This is an optimization exercise on Yosys and OpenROAD, whose aim is small area, not a production implementation.
Function was checked by simulation only, so behaviour that the tests miss may differ from the original.
Power figures rest on the tool's default switching activity, not on a simulated workload.

Setup of main:
## system_bus
module system_bus
	#(parameter DATA_WIDTH = 8,
	parameter ADDR_WIDTH = 14,
	parameter NO_OF_MASTER = 4,
	parameter NO_OF_SLAVE = 8,
	parameter [NO_OF_SLAVE*ADDR_WIDTH-1:0] SLAVE_BASE_ADDR = {14'd10, 14'd20, 14'd30, 14'd40, 14'd50, 14'd60, 14'd70, 14'd80},
	parameter [NO_OF_SLAVE*ADDR_WIDTH-1:0] SLAVE_END_ADDR = {14'd19, 14'd29, 14'd39, 14'd49, 14'd59, 14'd69, 14'd79, 14'd89}
	)
	(
	input clk,
	input reset_n,
	input [ADDR_WIDTH*NO_OF_MASTER-1:0]  addr_avm,
	output [DATA_WIDTH*NO_OF_MASTER-1:0]  readdata_avm,
	input [DATA_WIDTH*NO_OF_MASTER-1:0]  writedata_avm,
	input [NO_OF_MASTER-1:0]  readen_avm,
	input [NO_OF_MASTER-1:0]  writeen_avm,
	output [NO_OF_MASTER-1:0]  readvalid_avm,
	output [NO_OF_MASTER-1:0]  writevalid_avm,
	input [NO_OF_MASTER-1:0]  waitrequest_avm,
	input [4*NO_OF_MASTER-1:0] priority_no,
	output [ADDR_WIDTH*NO_OF_SLAVE-1:0]  addr_avs,
	input [DATA_WIDTH*NO_OF_SLAVE-1:0]  readdata_avs,
	output [DATA_WIDTH*NO_OF_SLAVE-1:0]  writedata_avs,
	output [NO_OF_SLAVE-1:0]  readen_avs,
	output [NO_OF_SLAVE-1:0]  writeen_avs,
	input [NO_OF_SLAVE-1:0]  readvalid_avs,
	input [NO_OF_SLAVE-1:0]  writevalid_avs,
	output reg [NO_OF_SLAVE-1:0]  waitrequest_avs
	);
	genvar i;
	reg [3:0] readen_avm_last, writeen_avm_last;
	reg [7:0] readvalid_avs_last, writevalid_avs_last;
	always @(posedge clk or negedge reset_n)
		if (~reset_n) begin
			readen_avm_last <= 4'b0; writeen_avm_last <= 4'b0;
			readvalid_avs_last <= 8'b0; writevalid_avs_last <= 8'b0;
		end else begin
			readen_avm_last <= readen_avm; writeen_avm_last <= writeen_avm;
			readvalid_avs_last <= readvalid_avs; writevalid_avs_last <= writevalid_avs;
		end
	wire [7:0] rv_rise = readvalid_avs & ~readvalid_avs_last;
	wire [7:0] wv_rise = writevalid_avs & ~writevalid_avs_last;
	wire [7:0] v_rise = rv_rise | wv_rise;
	reg [3:0] master_rel;           
	reg       srel_v;               
	reg [2:0] srel_i;               
	wire [7:0] slave_rel = srel_v ? (8'b1 << srel_i) : 8'b0;
	reg [3:0] readen_avm_reg, writeen_avm_reg;
	always @(posedge clk or negedge reset_n)
		if (~reset_n) begin
			readen_avm_reg <= 4'b0; writeen_avm_reg <= 4'b0;
		end else begin
  ...
export LEC_CHECK = 0
export CAP_MARGIN = 20
export CORE_MARGIN = 2
export CORE_UTILIZATION = 40
export PLACE_DENSITY = 0.6
export SLEW_MARGIN = 20
create_clock -name core_clock -period 7.0 [get_ports {clk}]
standard.sh (not shown) runs the stock make flow with config.mk's settings and CLKGATE_MAP_FILE= SYNTH_SCRIPT=/design/flow/synth_recipe.tcl, a recipe that flattens the netlist after the stock synthesis.
==> flow/flow/run.sh <==
#!/bin/bash
# Standard ORFS layout (standard.sh, unchanged synthesis), except that every
# port is buffered with buf_1 and the clock tree is built without dummy loads.
set -euo pipefail
export BUFFER_PORTS_ARGS="-buffer_cell sky130_fd_sc_hd__buf_1"
export CTS_ARGS="-sink_clustering_enable -repair_clock_nets -dont_use_dummy_load -buf_list sky130_fd_sc_hd__clkbuf_8 -sink_clustering_size 30"

bash standard.sh > standard.log 2>&1
## Diff of input files: the feature branch against main
- CAP_MARGIN changed from 20 to 5
- SLEW_MARGIN changed from 20 to 5
==> flow/flow/run.sh <==
#!/bin/bash
# ORFS layout through the standard.sh, with three changes to how the
# layout is made:
#  - synthesis maps the logic with an area-oriented ABC script
#    (flow/abc_map.script) in place of ORFS's speed script; everything else
#    in synthesis, including flip-flop mapping, is ORFS's own;
#  - every port is buffered with buf_1 rather than the default buffer;
#  - the clock tree is built from clkbuf_2 without dummy loads.
set -euo pipefail
rm -rf scripts_local
cp -r "$FLOW_HOME/scripts" scripts_local
cp flow/abc_map.script scripts_local/abc_speed.script
export SCRIPTS_DIR="$PWD/scripts_local"
export BUFFER_PORTS_ARGS="-buffer_cell sky130_fd_sc_hd__buf_1"
export CTS_ARGS="-sink_clustering_enable -repair_clock_nets -dont_use_dummy_load -buf_list sky130_fd_sc_hd__clkbuf_2 -root_buf sky130_fd_sc_hd__clkbuf_8"
bash standard.sh > standard.log 2>&1
==> flow/flow/abc_map.script (new file) <==
&get -n
&st
&syn2
&dch -f
&nf -a -R 1000 -F 4 -A 4
&put
&get -n
&st
&syn2
&dch -f
&nf -a -R 1000 -F 4 -A 4
&put
## What came out
The feature branch ended up with sky130_fd_sc_hd__buf_1 as its most common cell after layout, fill and taps aside; main ended up with sky130_fd_sc_hd__nand2_1. The feature branch reports a higher worst endpoint data arrival time than main does. Length of routed wiring on met1 came out lower on the feature branch than on main. Relative to main, the feature branch degrades clock skew. Area of all placed cells without fillers delta for the feature branch relative to main: 1400 um2 lower. Against main, total power of the final layout in the feature branch came out better.

* * *

Another version of the RTL of system_bus (not shown whole).
Size in the first run: roughly 2300 cells after synthesis, about 440 I/O pins.
==> flow/design.v (excerpt) <==
module system_bus
	#(parameter DATA_WIDTH = 8,
	parameter ADDR_WIDTH = 14,
	parameter NO_OF_MASTER = 4,
	parameter NO_OF_SLAVE = 8,
	parameter [NO_OF_SLAVE*ADDR_WIDTH-1:0] SLAVE_BASE_ADDR = {14'd10, 14'd20, 14'd30, 14'd40, 14'd50, 14'd60, 14'd70, 14'd80},
	parameter [NO_OF_SLAVE*ADDR_WIDTH-1:0] SLAVE_END_ADDR = {14'd19, 14'd29, 14'd39, 14'd49, 14'd59, 14'd69, 14'd79, 14'd89}
	)
	(
	input clk,
	input reset_n,
	input [ADDR_WIDTH*NO_OF_MASTER-1:0]  addr_avm,
	output [DATA_WIDTH*NO_OF_MASTER-1:0]  readdata_avm,
	input [DATA_WIDTH*NO_OF_MASTER-1:0]  writedata_avm,
	input [NO_OF_MASTER-1:0]  readen_avm,
	input [NO_OF_MASTER-1:0]  writeen_avm,
	output [NO_OF_MASTER-1:0]  readvalid_avm,
	output [NO_OF_MASTER-1:0]  writevalid_avm,
	input [NO_OF_MASTER-1:0]  waitrequest_avm,
	input [4*NO_OF_MASTER-1:0] priority_no,
	output [ADDR_WIDTH*NO_OF_SLAVE-1:0]  addr_avs,
	input [DATA_WIDTH*NO_OF_SLAVE-1:0]  readdata_avs,
	output [DATA_WIDTH*NO_OF_SLAVE-1:0]  writedata_avs,
	output [NO_OF_SLAVE-1:0]  readen_avs,
	output [NO_OF_SLAVE-1:0]  writeen_avs,
	input [NO_OF_SLAVE-1:0]  readvalid_avs,
	input [NO_OF_SLAVE-1:0]  writevalid_avs,
	output reg [NO_OF_SLAVE-1:0]  waitrequest_avs
	);
Settings: LEC_CHECK=0, CAP_MARGIN=20, CORE_MARGIN=2, CORE_UTILIZATION=40, PLACE_DENSITY=0.6, SLEW_MARGIN=20; clock period 7.0 ns.
==> flow/flow/run.sh <==
#!/bin/bash
# Standard ORFS layout, with every port buffered by buf_1, a clock tree of
# clkbuf_4 without dummy loads, and power recovery after global routing.
set -euo pipefail
export BUFFER_PORTS_ARGS="-buffer_cell sky130_fd_sc_hd__buf_1"
export CTS_ARGS="-sink_clustering_enable -repair_clock_nets -dont_use_dummy_load -buf_list sky130_fd_sc_hd__clkbuf_4"
export RECOVER_POWER=100
bash standard.sh > standard.log 2>&1
The baseline completed and failed the layout checks on capacitance limit, slew limit.
Edit:
==> flow/flow/run.sh (replaced) <==
#!/bin/bash
# Standard ORFS layout, with every port buffered by buf_1 and no dummy
# clock loads inserted by CTS.
set -euo pipefail
export BUFFER_PORTS_ARGS="-buffer_cell sky130_fd_sc_hd__buf_1"
export CTS_ARGS="-sink_clustering_enable -repair_clock_nets -dont_use_dummy_load"
bash standard.sh > standard.log 2>&1
- Now the flow completed with no timing, DRC or antenna violations
- combinational power is about the same
- global-route usage went down by 0.37 points
- clock power went up by about a fifth

* * *

run A:
RTL: one of the versions met above, not the one the previous note started from.
Size in the first run: about 1800 cells after synthesis, roughly 21000 sq um of cells after synthesis.
Design system_bus, start of the top module:
module system_bus
	#(parameter DATA_WIDTH = 8,
	parameter ADDR_WIDTH = 14,
	parameter NO_OF_MASTER = 4,
	parameter NO_OF_SLAVE = 8,
	parameter [NO_OF_SLAVE*ADDR_WIDTH-1:0] SLAVE_BASE_ADDR = {14'd10, 14'd20, 14'd30, 14'd40, 14'd50, 14'd60, 14'd70, 14'd80},
	parameter [NO_OF_SLAVE*ADDR_WIDTH-1:0] SLAVE_END_ADDR = {14'd19, 14'd29, 14'd39, 14'd49, 14'd59, 14'd69, 14'd79, 14'd89}
	)
	(
	input clk,
	input reset_n,
	input [ADDR_WIDTH*NO_OF_MASTER-1:0]  addr_avm,
	output [DATA_WIDTH*NO_OF_MASTER-1:0]  readdata_avm,
	input [DATA_WIDTH*NO_OF_MASTER-1:0]  writedata_avm,
	input [NO_OF_MASTER-1:0]  readen_avm,
	input [NO_OF_MASTER-1:0]  writeen_avm,
	output [NO_OF_MASTER-1:0]  readvalid_avm,
	output [NO_OF_MASTER-1:0]  writevalid_avm,
	input [NO_OF_MASTER-1:0]  waitrequest_avm,
	input [4*NO_OF_MASTER-1:0] priority_no,
	output [ADDR_WIDTH*NO_OF_SLAVE-1:0]  addr_avs,
	input [DATA_WIDTH*NO_OF_SLAVE-1:0]  readdata_avs,
	output [DATA_WIDTH*NO_OF_SLAVE-1:0]  writedata_avs,
	output [NO_OF_SLAVE-1:0]  readen_avs,
	output [NO_OF_SLAVE-1:0]  writeen_avs,
	input [NO_OF_SLAVE-1:0]  readvalid_avs,
	input [NO_OF_SLAVE-1:0]  writevalid_avs,
	output reg [NO_OF_SLAVE-1:0]  waitrequest_avs
	);
	genvar i;
	reg [3:0] readen_avm_last, writeen_avm_last;
	reg [7:0] readvalid_avs_last, writevalid_avs_last;
	always @(posedge clk or negedge reset_n)
		if (~reset_n) begin
			readen_avm_last <= 4'b0; writeen_avm_last <= 4'b0;
			readvalid_avs_last <= 8'b0; writevalid_avs_last <= 8'b0;
		end else begin
			readen_avm_last <= readen_avm; writeen_avm_last <= writeen_avm;
			readvalid_avs_last <= readvalid_avs; writevalid_avs_last <= writevalid_avs;
		end
	wire [7:0] rv_rise = readvalid_avs & ~readvalid_avs_last;
	wire [7:0] wv_rise = writevalid_avs & ~writevalid_avs_last;
	wire [7:0] v_rise = rv_rise | wv_rise;
	reg [3:0] master_rel;           
	reg       srel_v;               
	reg [2:0] srel_i;               
	wire [7:0] slave_rel = srel_v ? (8'b1 << srel_i) : 8'b0;
	reg [3:0] readen_avm_reg, writeen_avm_reg;
	always @(posedge clk or negedge reset_n)
		if (~reset_n) begin
			readen_avm_reg <= 4'b0; writeen_avm_reg <= 4'b0;
		end else begin
  ...
clock: 7.0 ns
lec_check: 0
cap_margin: 20
core_margin: 2
core_utilization: 40
place_density: 0.6
slew_margin: 20
==> flow/flow/run.sh <==
#!/bin/bash
# ORFS layout through the standard.sh, with three changes to how the
# layout is made:
#  - synthesis maps the logic with an area-oriented ABC script
#    (flow/abc_map.script) in place of ORFS's speed script; everything else
#    in synthesis, including flip-flop mapping, is ORFS's own;
#  - every port is buffered with buf_1 rather than the default buffer;
#  - the clock tree is built from clkbuf_2 without dummy loads.
set -euo pipefail
rm -rf scripts_local
cp -r "$FLOW_HOME/scripts" scripts_local
cp flow/abc_map.script scripts_local/abc_speed.script
export SCRIPTS_DIR="$PWD/scripts_local"
export BUFFER_PORTS_ARGS="-buffer_cell sky130_fd_sc_hd__buf_1"
export CTS_ARGS="-sink_clustering_enable -repair_clock_nets -dont_use_dummy_load -buf_list sky130_fd_sc_hd__clkbuf_2 -root_buf sky130_fd_sc_hd__clkbuf_8"
bash standard.sh > standard.log 2>&1
==> flow/flow/abc_map.script <==
&get -n
&st
&syn2
&dch -f
&nf -a -R 1000 -F 4 -A 4
&put
&get -n
&st
&syn2
&dch -f
&nf -a -R 1000 -F 4 -A 4
&put
Setup changes, run A to run B
diff --git a/flow/flow/run.sh b/flow/flow/run.sh
--- a/flow/flow/run.sh
+++ b/flow/flow/run.sh
@@ -6,5 +6,5 @@
 #    in synthesis, including flip-flop mapping, is ORFS's own;
 #  - every port is buffered with buf_1 rather than the default buffer;
-#  - the clock tree is built from clkbuf_2 without dummy loads.
+#  - the clock tree is built from clkbuf_4 without dummy loads.
 set -euo pipefail
 rm -rf scripts_local
@@ -13,4 +13,4 @@
 export SCRIPTS_DIR="$PWD/scripts_local"
 export BUFFER_PORTS_ARGS="-buffer_cell sky130_fd_sc_hd__buf_1"
-export CTS_ARGS="-sink_clustering_enable -repair_clock_nets -dont_use_dummy_load -buf_list sky130_fd_sc_hd__clkbuf_2 -root_buf sky130_fd_sc_hd__clkbuf_8"
+export CTS_ARGS="-sink_clustering_enable -repair_clock_nets -dont_use_dummy_load -buf_list sky130_fd_sc_hd__clkbuf_4"
 bash standard.sh > standard.log 2>&1
==> flow/flow/abc_map.script <==
strash
dc2
dch -f
map -a
strash
dch -f
map -a
topo
Per the final summary, run B finished and its layout is clean on timing, DRC and antenna.
In the reports for run A and run B, the smaller share of the final layout cell area in sequential cells belongs to run B.
In run B, the clock group share of total power came out 3.9 points above the value in run A.
Combined area of all synthesized cells is lower on run A
Run B: number of cells in the design after placement is 651 higher than what run A reported.
Diff run A and run B: number of distinct standard cells referenced by the synthesized netlist lower in run B
Final critical-path share of the clock period: run B < run A
Sort run A and run B by synthesized cell count, descending, and run B comes first.
Clock transition time at the flip-flop clock pins of the worst setup and hold paths (lower): run B
Summary of run B over run A: minimum setup slack among reg-to-reg paths moved up; final cell count without fillers moved up.
Clock buffer count up 1 in run B wrt run A
Relative to run B, the following input files were edited for run C:
diff --git a/flow/flow/run.sh b/flow/flow/run.sh
--- a/flow/flow/run.sh
+++ b/flow/flow/run.sh
@@ -6,5 +6,6 @@
 #    in synthesis, including flip-flop mapping, is ORFS's own;
 #  - every port is buffered with buf_1 rather than the default buffer;
-#  - the clock tree is built from clkbuf_4 without dummy loads.
+#  - the clock tree is built from clkbuf_2 (clkbuf_8 at the root) without
+#    dummy loads.
 set -euo pipefail
 rm -rf scripts_local
@@ -13,4 +14,4 @@
 export SCRIPTS_DIR="$PWD/scripts_local"
 export BUFFER_PORTS_ARGS="-buffer_cell sky130_fd_sc_hd__buf_1"
-export CTS_ARGS="-sink_clustering_enable -repair_clock_nets -dont_use_dummy_load -buf_list sky130_fd_sc_hd__clkbuf_4"
+export CTS_ARGS="-sink_clustering_enable -repair_clock_nets -dont_use_dummy_load -buf_list sky130_fd_sc_hd__clkbuf_2 -root_buf sky130_fd_sc_hd__clkbuf_8"
 bash standard.sh > standard.log 2>&1
==> flow/flow/abc_map.script <==
&get -n
&st
&syn2
&dch -f
&nf -a -R 1000 -F 4 -A 4
&put
&get -n
&st
&syn2
&dch -f
&nf -a -R 1000 -F 4 -A 4
&put
Findings:
- Run C went all the way through synthesis, placement and routing and the layout is clean on timing, DRC and antenna.
- The minimum period implied by the final worst setup slack of run C exceeds that of run B by 0.23 ns.
- Going from run B to run C, register share of the cell area increased 1.5 points; required time at the endpoint of the critical path decreased 0.14 ns.
- [run C] signed area change from the synthesized netlist to the final layout fell 0.85 points relative to run B
- Run C reports a higher static leakage than run B does.
- Worst hold slack was higher in run B than in run C.
- | post-synthesis average cell area | run C vs run B | about 34% higher |
Setup changes, run C to run D
Settings: changing PLACE_DENSITY from 0.6 to 0.7; changing CORE_UTILIZATION from 40 to 55.
diff --git a/flow/flow/run.sh b/flow/flow/run.sh
--- a/flow/flow/run.sh
+++ b/flow/flow/run.sh
@@ -6,6 +6,5 @@
 #    in synthesis, including flip-flop mapping, is ORFS's own;
 #  - every port is buffered with buf_1 rather than the default buffer;
-#  - the clock tree is built from clkbuf_2 (clkbuf_8 at the root) without
-#    dummy loads.
+#  - the clock tree is built from clkbuf_2 without dummy loads.
 set -euo pipefail
 rm -rf scripts_local
## What came out
- [compare] base=run C new=run D: first-pass GRT wire length -3.4%, largest stage delay on the critical path -0.03 ns, via count of the first global-routing pass ~0 delta, worst setup slack after layout -0.19 ns, count of clock-buffer cells in the layout -11%.

[separate check: timing with driven ports]
The results above use ideal ports. As a check the final layouts listed here were re-extracted and re-timed, cells and wires unchanged. Step 1 assumes that a clkbuf_16 drives the clock port and a buf_2 every other input. Step 2 adds t to the input delays and takes it off the output delays; t is the mean of the earliest and latest rising clock arrival at the registers after step 1. Input paths then give back, and output paths get back, about the clock's delay inside the block. Slacks: ideal / step 1 / step 2; pairs: ideal / step 1.
run | t, ns | setup slack, ns | hold slack, ns
main | 0.695 | 1.888 / 1.925 / 1.230 | 0.372 / 0.372 / 0.372
the feature branch | 0.791 | 0.645 / 0.676 / -0.115 | 0.365 / 0.365 / 0.365
the first run of note 2 | 0.932 | 1.789 / 1.814 / 0.882 | 0.382 / 0.382 / 0.382
the second run of note 2 | 0.639 | 1.954 / 1.978 / 1.339 | 0.371 / 0.371 / 0.371
run A | 0.787 | 0.647 / 0.676 / -0.111 | 0.365 / 0.365 / 0.365
run B | 0.954 | 0.880 / 0.911 / -0.043 | 0.371 / 0.371 / 0.371
run C | 0.787 | 0.647 / 0.676 / -0.111 | 0.365 / 0.365 / 0.365
run D | 0.655 | 0.459 / 0.483 / -0.172 | 0.400 / 0.400 / 0.400
Met with ideal ports but missed after step 2: setup timing in 5 of these runs. The setup slack of run B, which loses most, moves by +0.031 ns with the drivers and by -0.923 ns with both steps.
